Background: an optimization exercise with open tools, aiming at small area and a short achievable clock period. Do not read the settings as production practice. The RTL was checked by simulation tests, not by an equivalence proof against the original design. No activity file was given, so power comes from the tool's default toggle rates.

Design gca_dlnv, start of the top module:
module gca_dlnv(
    input [31:0]    coord0,
    input [31:0]    coord1,
    input           ld,
    input           step,
    input           CLK,
    output          FC,
    output [20:0]   ADDR
);
    wire [10:0] xs = coord0[10:0];
    wire [9:0]  ys = coord0[20:11];
    wire [10:0] x1 = coord1[10:0];
    wire [9:0]  y1 = coord1[20:11];
    reg  [10:0] x;
    reg  [9:0]  y;
    reg         sx, sy;      
    reg  [10:0] dx;          
    reg  [9:0]  dy;          
    reg  [11:0] q;           
    reg         xmaj_n;      
    reg  [11:0] h;           
    reg         eqx, eqy;    
    wire xmaj = q[11];
    wire [11:0] tx = {1'b0, xs} + {1'b0, ~x1} + {11'd0, sx};
    wire [10:0] ty = {1'b0, ys} + {1'b0, ~y1} + {10'd0, sy};
    wire [11:0] qn  = {2'b0, dy} - {1'b0, dx};
    wire [11:0] h0x = {2'b0, dy} + ~{2'b0, dx[10:1]} + {11'd0, ~dx[0]};
    wire [11:0] h0y = {3'b0, dy[9:1]} + ~{1'b0, dx} + {11'd0, dy[0]};
    wire [11:0] h0  = qn[11] ? h0x : h0y;
    wire gox = xmaj | h[11];         
    wire goy = xmaj_n | ~h[11];      
    wire both = gox & goy;
    wire [11:0] sa = xmaj ? {2'b0, dy} : ~{1'b0, dx};
    wire [11:0] hs = h + (both ? q : sa) + {11'd0, ~both & xmaj_n};
    wire mx = step & gox;
    wire my = step & goy;
    wire [10:0] wx = x ^ {11{sx}};
    wire [9:0]  wy = y ^ {10{sy}};
    wire [10:0] fx;
    wire [9:0]  fy;
    assign fx[0] = 1'b1;
    assign fy[0] = 1'b1;
    genvar i;
    generate
        for (i = 1; i < 11; i = i + 1) begin : gfx
            assign fx[i] = &wx[i-1:0];
        end
        for (i = 1; i < 10; i = i + 1) begin : gfy
            assign fy[i] = &wy[i-1:0];
        end
    endgenerate
    wire [10:0] ex = x ^ x1;
    wire [9:0]  ey = y ^ y1;
    wire eqx_hold = ~|ex;
    wire eqy_hold = ~|ey;
    wire eqx_step = ex == fx;
    wire eqy_step = ey == fy;
    assign ADDR = {y, x};
    assign FC = ~ld & (xmaj ? eqx : eqy);
    always @(posedge CLK) begin
        x <= ld ? xs : x ^ ({11{mx}} & fx);
        y <= ld ? ys : y ^ ({10{my}} & fy);
        eqx <= (mx & ~ld) ? eqx_step : eqx_hold;
        eqy <= (my & ~ld) ? eqy_step : eqy_hold;
        sx <= tx[11];
        sy <= ty[10];
        dx <= tx[10:0] ^ {11{~sx}};
        dy <= ty[9:0] ^ {10{~sy}};
        q <= qn;
        xmaj_n <= ~qn[11];
  ...
For scale: ~89 I/O pins, roughly 5700 µm² of cells after synthesis.
==> flow/config.mk <==
export PLATFORM = sky130hd
export DESIGN_NAME = gca_dlnv
export DESIGN_NICKNAME = gca_dlnv
export VERILOG_FILES = /design/flow/design.v
export SDC_FILE = /design/flow/constraint.sdc
export NUM_CORES = 4
export LEC_CHECK = 0
export CAP_MARGIN = 20
export CORE_MARGIN = 2
export CORE_UTILIZATION = 40
export SETUP_SLACK_MARGIN = 2.2
export SLEW_MARGIN = 20
==> flow/constraint.sdc <==
create_clock -name core_clock -period 5.0 [get_ports {CLK}]
set_input_delay 1.0000 -clock core_clock [delete_from_list [all_inputs] [get_ports {CLK}]]
set_output_delay 1.0000 -clock core_clock [all_outputs]
set_load 0.01 [all_outputs]
standard.sh (not shown) runs the stock make flow with config.mk's settings and CLKGATE_MAP_FILE= SYNTH_SCRIPT=/design/flow/synth_recipe.tcl, a recipe that flattens the netlist after the stock synthesis.
==> flow/flow/run.sh <==
#!/bin/bash
# Own layout flow: the standard ORFS flow (standard.sh) with
#  - ORFS's full/half-adder extraction turned off, so ABC maps the adders
#  - a shorter ABC mapping script (structural choices, then delay mapping)
#  - plain buffers on the ports instead of the delay cells ORFS picks
#  - a clock tree with larger sink clusters and no dummy loads
set -euo pipefail
here=$(pwd)
rm -rf "$here/scripts_mod"
cp -r "$FLOW_HOME/scripts" "$here/scripts_mod"
cp "$here/flow/abc_speed.script" "$here/scripts_mod/abc_speed.script"
export SCRIPTS_DIR="$here/scripts_mod"
export ADDER_MAP_FILE=
export BUFFER_PORTS_ARGS="-buffer_cell sky130_fd_sc_hd__buf_1"
export CTS_ARGS="-sink_clustering_enable -repair_clock_nets -dont_use_dummy_load -sink_clustering_size 16 -root_buf sky130_fd_sc_hd__clkbuf_8 -tree_buf sky130_fd_sc_hd__clkbuf_4 -buf_list {sky130_fd_sc_hd__clkbuf_4}"
bash standard.sh > standard.log 2>&1
==> flow/flow/abc_speed.script <==
&get -n
&st
&dch
&nf
&put
Edit:
--- a/flow/flow/run.sh
+++ b/flow/flow/run.sh
@@ -3,2 +3,3 @@
 #  - ORFS's full/half-adder extraction turned off, so ABC maps the adders
+#  - Yosys's own Brent-Kung carry lookahead instead of ORFS's Kogge-Stone map
 #  - a shorter ABC mapping script (structural choices, then delay mapping)
@@ -13,4 +14,5 @@
 export ADDER_MAP_FILE=
+export SYNTH_OPERATIONS_ARGS="-booth"
 export BUFFER_PORTS_ARGS="-buffer_cell sky130_fd_sc_hd__buf_1"
-export CTS_ARGS="-sink_clustering_enable -repair_clock_nets -dont_use_dummy_load -sink_clustering_size 16 -root_buf sky130_fd_sc_hd__clkbuf_8 -tree_buf sky130_fd_sc_hd__clkbuf_4 -buf_list {sky130_fd_sc_hd__clkbuf_4}"
+export CTS_ARGS="-sink_clustering_enable -repair_clock_nets -dont_use_dummy_load -sink_clustering_size 40 -sink_clustering_max_diameter 150 -buf_list {sky130_fd_sc_hd__clkbuf_4}"
 bash standard.sh > standard.log 2>&1
- SETUP_SLACK_MARGIN: 2.2 -> 2.3
The new run went through all stages and came out clean.
Count of clock-buffer cells in the layout does not change.
Clock skew is higher by 9.8 ps.
Power falls slightly.
Final cell count goes down by a few percent.
Edit:
--- a/flow/flow/run.sh
+++ b/flow/flow/run.sh
@@ -3,3 +3,2 @@
 #  - ORFS's full/half-adder extraction turned off, so ABC maps the adders
-#  - Yosys's own Brent-Kung carry lookahead instead of ORFS's Kogge-Stone map
 #  - a shorter ABC mapping script (structural choices, then delay mapping)
@@ -14,5 +13,4 @@
 export ADDER_MAP_FILE=
-export SYNTH_OPERATIONS_ARGS="-booth"
 export BUFFER_PORTS_ARGS="-buffer_cell sky130_fd_sc_hd__buf_1"
-export CTS_ARGS="-sink_clustering_enable -repair_clock_nets -dont_use_dummy_load -sink_clustering_size 40 -sink_clustering_max_diameter 150 -buf_list {sky130_fd_sc_hd__clkbuf_4}"
+export CTS_ARGS="-sink_clustering_enable -repair_clock_nets -dont_use_dummy_load -sink_clustering_size 16 -root_buf sky130_fd_sc_hd__clkbuf_8 -buf_list {sky130_fd_sc_hd__clkbuf_4}"
 bash standard.sh > standard.log 2>&1
- SETUP_SLACK_MARGIN: 2.3 -> 2.2
After rerunning: Hold slack gains 48 ps; final area rises by 1.1%; via count rose by 7.8%; fmax came out higher by 9.2%; first-iteration DRC count climbs to 2.8 times its value.


The RTL this note starts from:
==> flow/design.v <==
module gca_dlnv(
    input [31:0]    coord0,
    input [31:0]    coord1,
    input           ld,
    input           step,
    input           CLK,
    output          FC,
    output [20:0]   ADDR
);
    wire [10:0] xs = coord0[10:0];
    wire [9:0]  ys = coord0[20:11];
    wire [10:0] x1 = coord1[10:0];
    wire [9:0]  y1 = coord1[20:11];
    reg  [10:0] x;
    reg  [9:0]  y;
    reg         sx, sy;      
    reg  [10:0] dx;          
    reg  [9:0]  dy;          
    reg  [11:0] q;           
    reg         xmaj_n;      
    reg  [11:0] h;           
    reg         eqx, eqy;    
    wire xmaj = q[11];
    wire [11:0] tx = {1'b0, xs} + {1'b0, ~x1} + {11'd0, sx};
    wire [10:0] ty = {1'b0, ys} + {1'b0, ~y1} + {10'd0, sy};
    wire [11:0] qn  = {2'b0, dy} - {1'b0, dx};
    wire [11:0] h0x = {2'b0, dy} + ~{2'b0, dx[10:1]} + {11'd0, ~dx[0]};
    wire [11:0] h0y = {3'b0, dy[9:1]} + ~{1'b0, dx} + {11'd0, dy[0]};
    wire [11:0] h0  = qn[11] ? h0x : h0y;
    wire gox = xmaj | h[11];         
    wire goy = xmaj_n | ~h[11];      
    wire both = gox & goy;
    wire [11:0] sa = xmaj ? {2'b0, dy} : ~{1'b0, dx};
    wire [11:0] hs = h + (both ? q : sa) + {11'd0, ~both & xmaj_n};
    wire mx = step & gox;
    wire my = step & goy;
    wire [10:0] wx = x ^ {11{sx}};
    wire [9:0]  wy = y ^ {10{sy}};
    wire [10:0] fx;
    wire [9:0]  fy;
    assign fx[0] = 1'b1;
    assign fy[0] = 1'b1;
    genvar i;
    generate
        for (i = 1; i < 11; i = i + 1) begin : gfx
            assign fx[i] = &wx[i-1:0];
        end
        for (i = 1; i < 10; i = i + 1) begin : gfy
            assign fy[i] = &wy[i-1:0];
        end
    endgenerate
    wire [10:0] ex = x ^ x1;
    wire [9:0]  ey = y ^ y1;
    wire eqx_hold = ~|ex;
    wire eqy_hold = ~|ey;
    wire eqx_step = ex == fx;
    wire eqy_step = ey == fy;
    assign ADDR = {y, x};
    assign FC = ~ld & (xmaj ? eqx : eqy);
    always @(posedge CLK) begin
        x <= ld ? xs : x ^ ({11{mx}} & fx);
        y <= ld ? ys : y ^ ({10{my}} & fy);
        eqx <= (mx & ~ld) ? eqx_step : eqx_hold;
        eqy <= (my & ~ld) ? eqy_step : eqy_hold;
        sx <= tx[11];
        sy <= ty[10];
        dx <= tx[10:0] ^ {11{~sx}};
        dy <= ty[9:0] ^ {10{~sy}};
        q <= qn;
        xmaj_n <= ~qn[11];
        if (ld) begin
            h <= h0;
        end else if (step) begin
            h <= hs;
        end
    end
endmodule
==> flow/config.mk <==
export PLATFORM = sky130hd
export DESIGN_NAME = gca_dlnv
export DESIGN_NICKNAME = gca_dlnv
export VERILOG_FILES = /design/flow/design.v
export SDC_FILE = /design/flow/constraint.sdc
export NUM_CORES = 4
export LEC_CHECK = 0
export CAP_MARGIN = 20
export CORE_MARGIN = 2
export CORE_UTILIZATION = 40
export SETUP_SLACK_MARGIN = 2.4
export SLEW_MARGIN = 20
==> flow/constraint.sdc <==
create_clock -name core_clock -period 5.0 [get_ports {CLK}]
set_input_delay 1.0000 -clock core_clock [delete_from_list [all_inputs] [get_ports {CLK}]]
set_output_delay 1.0000 -clock core_clock [all_outputs]
set_load 0.01 [all_outputs]
==> flow/flow/run.sh <==
#!/bin/bash
# Own layout flow: the standard ORFS flow (standard.sh) with
#  - ORFS's full/half-adder extraction turned off, so ABC maps the adders
#  - a shorter ABC mapping script (structural choices, then delay mapping)
#  - plain buffers on the ports instead of the delay cells ORFS picks
#  - a clock tree with larger sink clusters and no dummy loads
set -euo pipefail
here=$(pwd)
rm -rf "$here/scripts_mod"
cp -r "$FLOW_HOME/scripts" "$here/scripts_mod"
cp "$here/flow/abc_speed.script" "$here/scripts_mod/abc_speed.script"
export SCRIPTS_DIR="$here/scripts_mod"
export ADDER_MAP_FILE=
export BUFFER_PORTS_ARGS="-buffer_cell sky130_fd_sc_hd__buf_1"
export CTS_ARGS="-sink_clustering_enable -repair_clock_nets -dont_use_dummy_load -sink_clustering_size 16 -root_buf sky130_fd_sc_hd__clkbuf_8 -buf_list {sky130_fd_sc_hd__clkbuf_4}"
bash standard.sh > standard.log 2>&1
Scripts as last shown in full above: flow/flow/abc_speed.script
Edit:
--- a/flow/flow/run.sh
+++ b/flow/flow/run.sh
@@ -14,3 +14,3 @@
 export BUFFER_PORTS_ARGS="-buffer_cell sky130_fd_sc_hd__buf_1"
-export CTS_ARGS="-sink_clustering_enable -repair_clock_nets -dont_use_dummy_load -sink_clustering_size 16 -root_buf sky130_fd_sc_hd__clkbuf_8 -buf_list {sky130_fd_sc_hd__clkbuf_4}"
+export CTS_ARGS="-sink_clustering_enable -repair_clock_nets -dont_use_dummy_load -sink_clustering_size 40 -sink_clustering_max_diameter 150 -buf_list {sky130_fd_sc_hd__clkbuf_4}"
 bash standard.sh > standard.log 2>&1
--- a/flow/config.mk
+++ b/flow/config.mk
@@ -10,3 +10,3 @@
 export CORE_UTILIZATION = 40
-export SETUP_SLACK_MARGIN = 2.4
+export SETUP_SLACK_MARGIN = 2.3
 export SLEW_MARGIN = 20
Effect:
- count of clock-buffer cells in the layout stays the same
- final area decreases by a few percent
- critical path depth went down by 2
- clock power shrinks by a quarter to a third
- worst hold slack improves by 19 ps
Edit:
==> flow/flow/abc_speed.script (replaced) <==
&get -n
&st
&synch2
&nf
&st
&dch
&nf
&put
Effect: Critical path depth is higher by 1; combinational power is lower by 7.5%; non-clock buffer count fell by 5; core utilization fell by 0.25 points; power falls by 4.6%; worst setup slack loses 120 ps.
Edit:
--- a/flow/flow/run.sh
+++ b/flow/flow/run.sh
@@ -14,3 +14,3 @@
 export BUFFER_PORTS_ARGS="-buffer_cell sky130_fd_sc_hd__buf_1"
-export CTS_ARGS="-sink_clustering_enable -repair_clock_nets -dont_use_dummy_load -sink_clustering_size 40 -sink_clustering_max_diameter 150 -buf_list {sky130_fd_sc_hd__clkbuf_4}"
+export CTS_ARGS="-sink_clustering_enable -repair_clock_nets -dont_use_dummy_load -sink_clustering_size ${CTS_SINKS:-20} -buf_list {sky130_fd_sc_hd__clkbuf_4 sky130_fd_sc_hd__clkbuf_8}"
 bash standard.sh > standard.log 2>&1
==> flow/flow/abc_speed.script (replaced) <==
&get -n
&st
&dch
&nf
&put
--- a/flow/config.mk
+++ b/flow/config.mk
@@ -10,3 +10,3 @@
 export CORE_UTILIZATION = 40
-export SETUP_SLACK_MARGIN = 2.3
+export SETUP_SLACK_MARGIN = 2.5
 export SLEW_MARGIN = 20
Outcome: Synthesized cell count decreases by 6.4%. Via count decreases by 4.3%. Total power increases by 12%. Fmax increases by 5.5%. Area after synthesis decreases by 4.0%. Combinational power increases by 15%. Clock power increases by 29%.

[afterwards: timing with drivers on the ports]
How much do the figures lean on ideal ports? The routed layouts below were timed once more, with nothing changed but the port constraints.
Step 1: set_driving_cell puts a clkbuf_16 on CLK and a buf_2 on each other input, an assumption about the parent block.
Step 2, shift: input delay + t, output delay - t, t = (earliest + latest rising clock arrival at the registers) / 2. This alone moves slack from input paths to output paths.
a / b / c = ideal / step 1 / step 2; a / b = the first two.
run | t, ns | slack for setup (ns) | worst slew at a driven data input, ns | cell pins on the clock port's net
the first run of note 1 | 0.376 | 2.273 / 2.265 / 2.007 | 0.03 | 1
the second run of note 1 | 0.452 | 2.023 / 2.023 / 1.960 | 0.05 | 1
the third run of note 1 | 0.376 | 2.273 / 2.265 / 2.007 | 0.03 | 1
the first run of note 2 | 0.378 | 2.339 / 2.339 / 2.022 | 0.03 | 1
the second run of note 2 | 0.457 | 2.357 / 2.357 / 1.984 | 0.04 | 1
the third run of note 2 | 0.467 | 2.235 / 2.235 / 1.990 | 0.03 | 1
the fourth run of note 2 | 0.386 | 2.379 / 2.379 / 2.166 | 0.06 | 1
After both steps every run listed still meets setup and hold. For the second run of note 2, which loses most, drivers alone change the setup slack by 0.000 ns; drivers and shift together by -0.373 ns.
